This is an optimization exercise on Yosys and OpenROAD, whose aim is small area, a short achievable clock period and few clock cycles, not a production implementation. The RTL was checked by simulation tests, not by an equivalence proof against the original design.

Setup of v57:
// spatial_encoder_ping_pong
module spatial_encoder_ping_pong
(
	input Clk_CI, Reset_RI,
	input ValidIn_SI, ReadyIn_SI,
	output ReadyOut_SO, ValidOut_SO,
	input [2-1:0] ModeIn_SI,
	input [5-1:0] LabelIn_DI,
	input [6*64-1:0] ChannelsIn_DI,
	output [2-1:0] ModeOut_SO,
	output [5-1:0] LabelOut_DO,
	output [0:1000-1] HypervectorOut_DO
);
==> flow/config.mk <==
export PLATFORM = sky130hd
export DESIGN_NAME = spatial_encoder_ping_pong
export DESIGN_NICKNAME = spatial_encoder_ping_pong
export VERILOG_FILES = /design/flow/design.v
export SDC_FILE = /design/flow/constraint.sdc
export NUM_CORES = 8
export LEC_CHECK = 0
export CAP_MARGIN = 30
export CELL_PAD_IN_SITES_DETAIL_PLACEMENT = 1
export CORE_MARGIN = 2
export CORE_UTILIZATION = 30
export PLACE_DENSITY = 0.45
export SETUP_SLACK_MARGIN = 4.5
export SLEW_MARGIN = 30
export SYNTH_HIERARCHICAL = 1
==> flow/constraint.sdc <==
create_clock -name core_clock -period 10.0 [get_ports {Clk_CI}]
set_input_delay 2.0000 -clock core_clock [delete_from_list [all_inputs] [get_ports {Clk_CI}]]
set_output_delay 2.0000 -clock core_clock [all_outputs]
set_load 0.01 [all_outputs]
standard.sh (not shown) runs the stock make flow with config.mk's settings and CLKGATE_MAP_FILE= SYNTH_SCRIPT=/design/flow/synth_recipe.tcl, a recipe that flattens the netlist after the stock synthesis.
==> flow/flow/run.sh <==
#!/bin/bash
# Own flow: the standard layout (standard.sh) with two changes:
#  - in the global routing step, ORFS's antenna repair (jumpers, then diodes)
#    is replaced by a diode-only repair with a 25% ratio margin, followed by a
#    slew/capacitance repair (flow/grt_diodes.tcl, the step's
#    POST_GLOBAL_ROUTE_TCL hook, which also rewrites the route guides);
#  - after ORFS's post-route antenna repair, up to three more repair rounds run
#    if violations remain (flow/drt_antennas.tcl, POST_DETAIL_ROUTE_TCL).
# make's and the tools' full output goes to standard.log; ORFS also keeps each
# step's log under orfs/logs/.
set -euo pipefail
export POST_GLOBAL_ROUTE_TCL="$PWD/flow/grt_diodes.tcl"
export POST_DETAIL_ROUTE_TCL="$PWD/flow/drt_antennas.tcl"
bash standard.sh SKIP_ANTENNA_REPAIR=1 POST_GLOBAL_ROUTE_TCL="$PWD/flow/grt_diodes.tcl" POST_DETAIL_ROUTE_TCL="$PWD/flow/drt_antennas.tcl" finish > standard.log 2>&1
==> flow/flow/drt_antennas.tcl <==
# Sourced by ORFS's detail_route.tcl as POST_DETAIL_ROUTE_TCL (run.sh sets it),
# after ORFS's own post-route antenna repair. If antenna violations remain,
# up to three more rounds of diode repair (20% ratio margin) and detailed
# routing, with the step's own detailed_route arguments.
set hdc_rounds 0
while { [check_antennas] && $hdc_rounds < 3 } {
  puts "Extra antenna repair round [expr {$hdc_rounds + 1}]..."
  repair_antennas -ratio_margin 20
  detailed_route {*}$::all_args
  incr hdc_rounds
}
==> flow/flow/grt_diodes.tcl <==
puts "Repair antennas (diodes only, 25% margin)..."
repair_antennas -diode_only -ratio_margin 25 -iterations 5
# (parasitics from placement here: the global-route estimate is not usable
# right after the antenna repair)
estimate_parasitics -placement
repair_design_helper
global_route -start_incremental
detailed_placement
global_route -end_incremental
check_placement -verbose
estimate_parasitics -global_routing
report_check_types -max_slew -max_capacitance -violators
write_guides $::env(RESULTS_DIR)/route.guide
v57 got as far as 5_2_route, where a tool error ended the run.
Testbench counts of v57, summed over its fixed seeds: cycles 2,912.
Input changes introduced in v27 (baseline for comparison: v57):
- SLEW_MARGIN changed from 30 to 20
- CAP_MARGIN changed from 30 to 20
==> flow/flow/run.sh <==
#!/bin/bash
# Own flow: the standard layout (standard.sh) with one change in the global
# routing step: ORFS's antenna repair there (jumpers, then diodes) is replaced
# by a diode-only repair with a 40% ratio margin (flow/grt_diodes.tcl, run as
# the step's POST_GLOBAL_ROUTE_TCL hook, which also rewrites the route guides).
# The post-route antenna repair is unchanged.
# make's and the tools' full output goes to standard.log; ORFS also keeps each
# step's log under orfs/logs/.
set -euo pipefail
export POST_GLOBAL_ROUTE_TCL="$PWD/flow/grt_diodes.tcl"
bash standard.sh SKIP_ANTENNA_REPAIR=1 POST_GLOBAL_ROUTE_TCL="$PWD/flow/grt_diodes.tcl" finish > standard.log 2>&1
==> flow/flow/grt_diodes.tcl <==
puts "Repair antennas (diodes only, 40% margin)..."
repair_antennas -diode_only -ratio_margin 40 -iterations 5
check_placement -verbose
write_guides $::env(RESULTS_DIR)/route.guide
removed: flow/flow/drt_antennas.tcl
## What came out
Complete run, failing final checks: v27, reason max-capacitance violations, max-slew violations.
Compared v57 against v27; post-placement cell area within noise.
On count of port buffers added during placement, v27 and v57 are basically level.
Any difference in global-route wire length before repair between v57 and v27 is small enough to ignore.
What v7 does differently from v27 at the input level:
- CAP_MARGIN: 20 -> 30
- SLEW_MARGIN: 20 -> 30
- PLACE_DENSITY: 0.45 -> 0.55
- SETUP_SLACK_MARGIN: 4.5 -> 5
- CORE_UTILIZATION: 30 -> 36
==> flow/flow/run.sh <==
#!/bin/bash
# Own flow: the standard layout (standard.sh) with two changes:
#  - in the global routing step, ORFS's antenna repair (jumpers, then diodes)
#    is replaced by a diode-only repair with a 25% ratio margin, followed by
#    slew/capacitance repair and a new global route (flow/grt_diodes.tcl, the step's
#    POST_GLOBAL_ROUTE_TCL hook, which also rewrites the route guides);
#  - after ORFS's post-route antenna repair, up to three more repair rounds run
#    if violations remain (flow/drt_antennas.tcl, POST_DETAIL_ROUTE_TCL).
# make's and the tools' full output goes to standard.log; ORFS also keeps each
# step's log under orfs/logs/.
set -euo pipefail
export POST_GLOBAL_ROUTE_TCL="$PWD/flow/grt_diodes.tcl"
export POST_DETAIL_ROUTE_TCL="$PWD/flow/drt_antennas.tcl"
bash standard.sh SKIP_ANTENNA_REPAIR=1 POST_GLOBAL_ROUTE_TCL="$PWD/flow/grt_diodes.tcl" POST_DETAIL_ROUTE_TCL="$PWD/flow/drt_antennas.tcl" finish > standard.log 2>&1
==> flow/flow/drt_antennas.tcl (new file) <==
# Sourced by ORFS's detail_route.tcl as POST_DETAIL_ROUTE_TCL (run.sh sets it),
# after ORFS's own post-route antenna repair. If antenna violations remain,
# up to three more rounds of diode repair (20% ratio margin) and detailed
# routing, with the step's own detailed_route arguments.
set hdc_rounds 0
while { [check_antennas] && $hdc_rounds < 3 } {
  puts "Extra antenna repair round [expr {$hdc_rounds + 1}]..."
  repair_antennas -ratio_margin 20
  detailed_route {*}$::all_args
  incr hdc_rounds
}
==> flow/flow/grt_diodes.tcl <==
puts "Repair antennas (diodes only, 25% margin)..."
repair_antennas -diode_only -ratio_margin 25 -iterations 5
estimate_parasitics -placement
repair_design_helper
detailed_placement
global_route
estimate_parasitics -global_routing
repair_design_helper
detailed_placement
global_route
estimate_parasitics -global_routing
check_placement -verbose
report_check_types -max_slew -max_capacitance -violators
write_guides $::env(RESULTS_DIR)/route.guide
v7: complete, dirty (max-capacitance violations, max-slew violations)
On hold slack: between v27 and v7, it ends up higher for v27.
Diff v27..v7 | number of buffers added on ports | unchanged
v27 reports its launching element of the worst setup path as Block0_DP[76]$_DFF_P_ while v7 reports Block3_DP[46]$_DFF_P_.
> inputs changed (v7 -> v15)
- changing PLACE_DENSITY from 0.55 to 0.45
- changing CORE_UTILIZATION from 36 to 30
- changing SETUP_SLACK_MARGIN from 5 to 4.5
diff --git a/flow/flow/run.sh b/flow/flow/run.sh
--- a/flow/flow/run.sh
+++ b/flow/flow/run.sh
@@ -2,6 +2,6 @@
 # Own flow: the standard layout (standard.sh) with two changes:
 #  - in the global routing step, ORFS's antenna repair (jumpers, then diodes)
-#    is replaced by a diode-only repair with a 25% ratio margin, followed by
-#    slew/capacitance repair and a new global route (flow/grt_diodes.tcl, the step's
+#    is replaced by a diode-only repair with a 25% ratio margin, followed by a
+#    slew/capacitance repair (flow/grt_diodes.tcl, the step's
 #    POST_GLOBAL_ROUTE_TCL hook, which also rewrites the route guides);
 #  - after ORFS's post-route antenna repair, up to three more repair rounds run
==> flow/flow/grt_diodes.tcl <==
puts "Repair antennas (diodes only, 25% margin)..."
repair_antennas -diode_only -ratio_margin 25 -iterations 5
estimate_parasitics -global_routing
repair_design_helper
global_route -start_incremental
detailed_placement
global_route -end_incremental
check_placement -verbose
estimate_parasitics -global_routing
report_check_types -max_slew -max_capacitance -violators
write_guides $::env(RESULTS_DIR)/route.guide
--- outcome ---
Of v15 and v7, only v15 never reached the final stage. The flow ended early for v15: it failed with a tool error in 5_1_grt. Per the comparison of v15 with v7, detailed placer's ending HPWL now larger, post-synthesis register bit count comparable, number of instances resized during post-cts repair now smaller, routability congestion estimate from global placement now smaller. Looking only at CTS buffer count, and setting everything else aside, the higher value of v15 and v7 goes to v15. Post-detailed-placement cell area on v15 is up relative to v7.
The following lists how v9 was set up differently from v15:
diff --git a/flow/flow/run.sh b/flow/flow/run.sh
--- a/flow/flow/run.sh
+++ b/flow/flow/run.sh
@@ -2,6 +2,6 @@
 # Own flow: the standard layout (standard.sh) with two changes:
 #  - in the global routing step, ORFS's antenna repair (jumpers, then diodes)
-#    is replaced by a diode-only repair with a 25% ratio margin, followed by a
-#    slew/capacitance repair (flow/grt_diodes.tcl, the step's
+#    is replaced by a diode-only repair with a 25% ratio margin, followed by
+#    slew/capacitance repair and a new global route (flow/grt_diodes.tcl, the step's
 #    POST_GLOBAL_ROUTE_TCL hook, which also rewrites the route guides);
 #  - after ORFS's post-route antenna repair, up to three more repair rounds run
==> flow/flow/grt_diodes.tcl <==
puts "Repair antennas (diodes only, 25% margin)..."
repair_antennas -diode_only -ratio_margin 25 -iterations 5
estimate_parasitics -placement
repair_design_helper
detailed_placement
global_route
estimate_parasitics -global_routing
repair_design_helper
detailed_placement
global_route
estimate_parasitics -global_routing
check_placement -verbose
report_check_types -max_slew -max_capacitance -violators
write_guides $::env(RESULTS_DIR)/route.guide
[summary]
v9 finished all stages; the layout is clean. [compare] base=v15 new=v9: y dimension of the die barely changed, number of primary I/O pins roughly the same. v15 -> v9: total setup buffers inserted after CTS delta 0, exact match.

spatial_encoder_ping_pong, a different RTL version from the one above (not shown whole).
Size: about 52000 cells after synthesis, roughly 1400 I/O pins, ~680000 um^2 of cells after synthesis.
==> flow/config.mk <==
export PLATFORM = sky130hd
export DESIGN_NAME = spatial_encoder_ping_pong
export DESIGN_NICKNAME = spatial_encoder_ping_pong
export VERILOG_FILES = /design/flow/design.v
export SDC_FILE = /design/flow/constraint.sdc
export NUM_CORES = 8
export LEC_CHECK = 0
export CAP_MARGIN = 30
export CELL_PAD_IN_SITES_DETAIL_PLACEMENT = 1
export CORE_MARGIN = 2
export CORE_UTILIZATION = 26
export PLACE_DENSITY = 0.42
export SETUP_SLACK_MARGIN = 4.5
export SLEW_MARGIN = 30
export SYNTH_HIERARCHICAL = 1
==> flow/constraint.sdc <==
create_clock -name core_clock -period 10.0 [get_ports {Clk_CI}]
set_input_delay 2.0000 -clock core_clock [delete_from_list [all_inputs] [get_ports {Clk_CI}]]
set_output_delay 2.0000 -clock core_clock [all_outputs]
set_load 0.01 [all_outputs]
==> flow/flow/run.sh <==
#!/bin/bash
# Own flow: the standard layout (standard.sh) with two changes:
#  - in the global routing step, ORFS's antenna repair (jumpers, then diodes)
#    is replaced by a diode-only repair with a 25% ratio margin, followed by a
#    slew/capacitance repair (flow/grt_diodes.tcl, the step's
#    POST_GLOBAL_ROUTE_TCL hook, which also rewrites the route guides);
#  - after ORFS's post-route antenna repair, up to three more repair rounds run
#    if violations remain (flow/drt_antennas.tcl, POST_DETAIL_ROUTE_TCL).
# make's and the tools' full output goes to standard.log; ORFS also keeps each
# step's log under orfs/logs/.
set -euo pipefail
export POST_GLOBAL_ROUTE_TCL="$PWD/flow/grt_diodes.tcl"
export POST_DETAIL_ROUTE_TCL="$PWD/flow/drt_antennas.tcl"
bash standard.sh SKIP_ANTENNA_REPAIR=1 POST_GLOBAL_ROUTE_TCL="$PWD/flow/grt_diodes.tcl" POST_DETAIL_ROUTE_TCL="$PWD/flow/drt_antennas.tcl" finish > standard.log 2>&1
==> flow/flow/drt_antennas.tcl <==
# Sourced by ORFS's detail_route.tcl as POST_DETAIL_ROUTE_TCL (run.sh sets it),
# after ORFS's own post-route antenna repair. If antenna violations remain,
# up to three more rounds of diode repair (20% ratio margin) and detailed
# routing, with the step's own detailed_route arguments.
set hdc_rounds 0
while { [check_antennas] && $hdc_rounds < 3 } {
  puts "Extra antenna repair round [expr {$hdc_rounds + 1}]..."
  repair_antennas -ratio_margin 20
  detailed_route {*}$::all_args
  incr hdc_rounds
}
==> flow/flow/grt_diodes.tcl <==
puts "Repair antennas (diodes only, 25% margin)..."
repair_antennas -diode_only -ratio_margin 25 -iterations 5
# (parasitics from placement here: the global-route estimate is not usable
# right after the antenna repair)
estimate_parasitics -placement
repair_design_helper
global_route -start_incremental
detailed_placement
global_route -end_incremental
check_placement -verbose
estimate_parasitics -global_routing
report_check_types -max_slew -max_capacitance -violators
write_guides $::env(RESULTS_DIR)/route.guide
The baseline stopped in detailed routing.
Testbench counts at the start, summed over its fixed seeds: cycles 1,472.
Change:
==> flow/flow/grt_diodes.tcl (replaced) <==
puts "Repair antennas (diodes only, 25% margin)..."
repair_antennas -diode_only -ratio_margin 25 -iterations 5
estimate_parasitics -global_routing
repair_design_helper
global_route -start_incremental
detailed_placement
global_route -end_incremental
check_placement -verbose
estimate_parasitics -global_routing
report_check_types -max_slew -max_capacitance -violators
write_guides $::env(RESULTS_DIR)/route.guide
Effect: This time the run failed in global routing with EST-0104. Area after synthesis stays the same. Synthesized cell count stays the same.

[what the ideal ports hide]
No port has a modelled driver above. Below, the same layouts with a new extraction and two added sets of constraints.
Step 1 sets driving cells, clkbuf_16 on the clock port and buf_2 on the other inputs (assumed; they add their load-dependent delay and slew).
Step 2 adds t to the input delays and takes it off the output delays; t is the mean of the earliest and latest rising clock arrival at the registers after step 1. Input paths then give back, and output paths get back, about the clock's delay inside the block.
Three values: no drivers, after step 1, after step 2; two values: the first two.
run	t (ns)	setup WS [ns]	slew at the worst register clock pin (ns)	worst data-port slew with drivers (ns)	pins driven straight from the clock port
v27	1.530	4.246 / 4.246 / 4.246	0.08 / 0.08	0.14	1
v7	1.518	4.763 / 4.763 / 3.910	0.08 / 0.08	0.39	1
v9	1.511	4.553 / 4.553 / 4.410	0.07 / 0.07	0.14	1
The setup slack of v7, which loses most, moves by 0.000 ns with the drivers and by -0.853 ns with both steps.
